Source: an optimization exercise on an open RTL-to-GDS flow (aim: small area). Production flows keep margins and buffers that such runs may drop. At most, simulation tests tie the RTL to the original design; equivalence was not proved. Power is estimated from default activity; no workload was simulated.

==> inputs of 01-15 <==
==> flow/design.v <==
module freq_decoder (
	input[3:0] decoder_in, 
	output reg[0:6] decoder_out
	);
	always@(*)
	begin
		case(decoder_in)
		0:
			decoder_out=7'b0000001;
		1:
			decoder_out=7'b1001111;
		2:
			decoder_out=7'b0010010;
		3:
			decoder_out=7'b0000110;
		4:
			decoder_out=7'b1001100;
		5:
			decoder_out=7'b0100100;
		6:
			decoder_out=7'b0100000;
		7:
			decoder_out=7'b0001111;
		8:
			decoder_out=7'b0000000;
		9:
			decoder_out=7'b0000100;
		default:
			decoder_out=7'b1111111;
		endcase
	end
endmodule
module frecuenciometro (
    input wire clk,
    input wire rst,
    input wire signal_in,
    output wire[0:6] display_unidad, display_decena, display_centena, display_mil, display_dmil, display_cmil
);
    reg [31:0] pulse_count;
    reg [31:0] time_count;
    reg [31:0] frequency;
    reg prev_signal;
	 wire [0:6] AUX_unidad;
     wire [0:6] AUX_decena;
     wire [0:6] AUX_centena;
     wire [0:6] AUX_mil;
     wire [0:6] AUX_dmil;
     wire [0:6] AUX_cmil;
    localparam BASE_TIME = 999_999;
    reg [23:0] freq_bcd;
    always @(posedge clk) begin
        prev_signal <= signal_in;
        if (rst) 
        begin
            pulse_count <= 0;
            time_count <= 0;
            frequency <= 0;
        end 
        else 
        begin
            if (prev_signal == 0 && signal_in == 1)
                pulse_count <= pulse_count + 1;
            if (time_count < BASE_TIME) 
            begin
                time_count <= time_count + 1;
            end 
            else 
            begin
                frequency <= pulse_count;
                pulse_count <= 0;
                time_count <= 0;
            end
        end
    end
    always @(posedge clk) begin
        freq_bcd[3:0]   <= frequency % 10;         
        freq_bcd[7:4]   <= (frequency / 10) % 10;  
        freq_bcd[11:8]  <= (frequency / 100) % 10; 
        freq_bcd[15:12] <= (frequency / 1000) % 10; 
        freq_bcd[19:16] <= (frequency / 10000) % 10; 
        freq_bcd[23:20] <= (frequency / 100000) % 10; 
    end
	freq_decoder decoder_unidades (
		.decoder_in(freq_bcd[3:0]),
		.decoder_out(AUX_unidad)
	);
	freq_decoder decoder_decenas (
		.decoder_in(freq_bcd[7:4]),
		.decoder_out(AUX_decena)
	);
	freq_decoder decoder_centenas (
		.decoder_in(freq_bcd[11:8]),
		.decoder_out(AUX_centena)
	);
	freq_decoder decoder_mil (
		.decoder_in(freq_bcd[15:12]),
		.decoder_out(AUX_mil)
	);
    freq_decoder decoder_dmil (
		.decoder_in(freq_bcd[19:16]),
		.decoder_out(AUX_dmil)
	);
	freq_decoder decoder_cmil (
		.decoder_in(freq_bcd[23:20]),
		.decoder_out(AUX_cmil)
	);
    assign display_unidad = AUX_unidad;
    assign display_decena = AUX_decena;
    assign display_centena = AUX_centena;
    assign display_mil = AUX_mil;
    assign display_dmil = AUX_dmil;
    assign display_cmil = AUX_cmil;
endmodule
==> flow/run.sh <==
#!/bin/bash
# synth_recipe.tcl (not shown) runs the flow's synth.tcl, then flattens the netlist and writes it again
# the make line also repeats each setting of config.mk as NAME=value (left out here)
make -C /OpenROAD-flow-scripts/flow DESIGN_CONFIG=/design/flow/config.mk WORK_HOME=/design/flow/orfs CLKGATE_MAP_FILE= SYNTH_SCRIPT=/design/flow/synth_recipe.tcl finish
==> flow/config.mk <==
export PLATFORM = sky130hd
export DESIGN_NAME = frecuenciometro
export DESIGN_NICKNAME = frecuenciometro
export VERILOG_FILES = /design/flow/design.v
export SDC_FILE = /design/flow/constraint.sdc
export NUM_CORES = 4
export LEC_CHECK = 0
export CAP_MARGIN = 20
export CORE_MARGIN = 2
export CORE_UTILIZATION = 40
export SLEW_MARGIN = 20
==> flow/constraint.sdc <==
create_clock -name core_clock -period 45.0 [get_ports {clk}]
set_input_delay 9.0000 -clock core_clock [delete_from_list [all_inputs] [get_ports {clk}]]
set_output_delay 9.0000 -clock core_clock [all_outputs]
set_load 0.01 [all_outputs]
==> 03-21: changes against 01-15 <==
==> flow/design.v (replaced) <==
module freq_decoder (
	input [3:0] decoder_in,
	output [0:6] decoder_out
	);
	assign decoder_out[0] = (decoder_in == 4'd1) | (decoder_in == 4'd4);
	assign decoder_out[1] = (decoder_in == 4'd5) | (decoder_in == 4'd6) | (decoder_in == 4'd13) | (decoder_in == 4'd14);
	assign decoder_out[2] = (decoder_in == 4'd2) | (decoder_in == 4'd10);
	assign decoder_out[3] = (decoder_in == 4'd1) | (decoder_in == 4'd4) | (decoder_in == 4'd7) | (decoder_in == 4'd15);
	assign decoder_out[4] = (decoder_in == 4'd1) | (decoder_in == 4'd3) | (decoder_in == 4'd4) | (decoder_in == 4'd5) | (decoder_in == 4'd7) | (decoder_in == 4'd9) | (decoder_in == 4'd11) | (decoder_in == 4'd12) | (decoder_in == 4'd13) | (decoder_in == 4'd15);
	assign decoder_out[5] = (decoder_in == 4'd1) | (decoder_in == 4'd2) | (decoder_in == 4'd3) | (decoder_in == 4'd7) | (decoder_in == 4'd11) | (decoder_in == 4'd15);
	assign decoder_out[6] = (decoder_in == 4'd0) | (decoder_in == 4'd1) | (decoder_in == 4'd7) | (decoder_in == 4'd15);
endmodule
module freq_decoder_top (
	input [2:0] decoder_in,
	output [0:6] decoder_out
	);
	assign decoder_out[0] = (decoder_in == 3'd1) | (decoder_in == 3'd4);
	assign decoder_out[1] = (decoder_in == 3'd5) | (decoder_in == 3'd7);
	assign decoder_out[2] = (decoder_in == 3'd2) | (decoder_in == 3'd6);
	assign decoder_out[3] = (decoder_in == 3'd1) | (decoder_in == 3'd4);
	assign decoder_out[4] = (decoder_in == 3'd1) | (decoder_in == 3'd3) | (decoder_in == 3'd4) | (decoder_in == 3'd5) | (decoder_in == 3'd6) | (decoder_in == 3'd7);
	assign decoder_out[5] = (decoder_in == 3'd1) | (decoder_in == 3'd2) | (decoder_in == 3'd3) | (decoder_in == 3'd6);
	assign decoder_out[6] = (decoder_in == 3'd0) | (decoder_in == 3'd1);
endmodule
module frecuenciometro (
    input wire clk,
    input wire rst,
    input wire signal_in,
    output wire[0:6] display_unidad, display_decena, display_centena, display_mil, display_dmil, display_cmil
);
    localparam [19:0] TEND = 20'hC3AF5;
    reg        prev_signal;
    reg [19:0] timer;
    reg        ld;             
    reg [22:0] cnt;            
    reg [22:0] disp;           
    wire tend = (timer == TEND);
    wire clr  = rst | tend;
    wire inc  = signal_in & ~prev_signal & ~clr;
    wire [22:0] base = (ld | rst) ? 23'd0 : cnt;
    wire c0 = inc;
    wire c1 = c0 & (base[3:0]   == 4'd9);
    wire c2 = c1 & (base[7:4]   == 4'd9);
    wire c3 = c2 & (base[11:8]  == 4'd9);
    wire c4 = c3 & (base[15:12] == 4'd9);
    wire c5 = c4 & (base[19:16] == 4'd9);
    function [3:0] dinc(input [3:0] d, input c);
        dinc = c ? ((d == 4'd9) ? 4'd0 : d + 4'd1) : d;
    endfunction
    always @(posedge clk) begin
        prev_signal <= signal_in;
        timer <= clr ? 20'd0 : {timer[18:0], ~(timer[19] ^ timer[16])};
        ld <= clr;
        if (ld) disp <= cnt;
        cnt[3:0]   <= dinc(base[3:0],   c0);
        cnt[7:4]   <= dinc(base[7:4],   c1);
        cnt[11:8]  <= dinc(base[11:8],  c2);
        cnt[15:12] <= dinc(base[15:12], c3);
        cnt[19:16] <= dinc(base[19:16], c4);
        cnt[22:20] <= c5 ? base[22:20] + 3'd1 : base[22:20];
    end
    freq_decoder decoder_unidades (.decoder_in(disp[3:0]),          .decoder_out(display_unidad));
    freq_decoder decoder_decenas  (.decoder_in(disp[7:4]),          .decoder_out(display_decena));
    freq_decoder decoder_centenas (.decoder_in(disp[11:8]),         .decoder_out(display_centena));
    freq_decoder decoder_mil      (.decoder_in(disp[15:12]),        .decoder_out(display_mil));
    freq_decoder decoder_dmil     (.decoder_in(disp[19:16]),        .decoder_out(display_dmil));
    freq_decoder_top decoder_cmil (.decoder_in(disp[22:20]), .decoder_out(display_cmil));
endmodule
- ABC_AREA: unset -> 1
==> comparison table <==
item	01-15	03-21
Final antenna diode count	1	0
Headroom to the max-slew limit	0.280	0.408
Cell type taking the most area	multi-input combinational cells	sequential cells
Run status	timing/DRC/antenna clean	timing/DRC/antenna clean
Count of multi-input gates	6789	255
Number of placement rows	131	32
Synthesized area divided by synthesized cell count	6.84 sq um	7.91 sq um
Cell depth of the worst flop-to-flop path	148	8
Setup slack after placement	-0.277 ns	33.34 ns
Number of optimization iterations in the first detailed-route pass	6	4
Reported sequential group power	0.124 mW	0.0662 mW
Placeable core region	128000 sq um	7650 sq um
FFs & Latches	139	68
Sequential share of power	0.450	0.509
Final worst path period need	43.11 ns	11.28 ns
Starting Density	0.404	0.408
Slew at the pin with the worst max-slew slack	1.08 ns	0.887 ns
Highest achievable clock rate	23.2 MHz	88.7 MHz
Final hold slack	0.469 ns	0.425 ns
Library cell used as clock root buffer	sky130_fd_sc_hd__clkbuf_16	sky130_fd_sc_hd__clkbuf_8
Total design power	0.275 mW	0.130 mW
Number of gates resized after cts	9	0
Largest incremental delay on the critical path	0.75 ns	0.72 ns
FF+latch count, synth	139	68
Post-synthesis cell type count	198	33
Internal power component	0.203 mW	0.101 mW
No functional check of the RTL was part of 03-21.

[static timing again, ports no longer ideal]
The flow's constraints put no driver on any port. The routed layouts listed below were extracted and timed again, unchanged, in two steps.
Step 1, drivers: a clkbuf_16 drives clk and a buf_2 each remaining input, both assumed.
Step 2, shift: input delay + t, output delay - t, t = (earliest + latest rising clock arrival at the registers) / 2. This alone moves slack from input paths to output paths.
Three values: no drivers, after step 1, after step 2; two values: the first two.
run | shift t [ns] | slack for setup (ns) | worst setup path after step 2 | worst register clock-pin slew, ns
01-15 | 0.514 | 1.893 / 1.893 / 1.893 | register to register | 0.08 / 0.08
03-21 | 0.363 | 33.722 / 33.723 / 33.360 | input to register | 0.07 / 0.07
After both steps every run listed still meets setup and hold. The setup slack of 03-21, which loses most, moves by +0.001 ns with the drivers and by -0.362 ns with both steps.
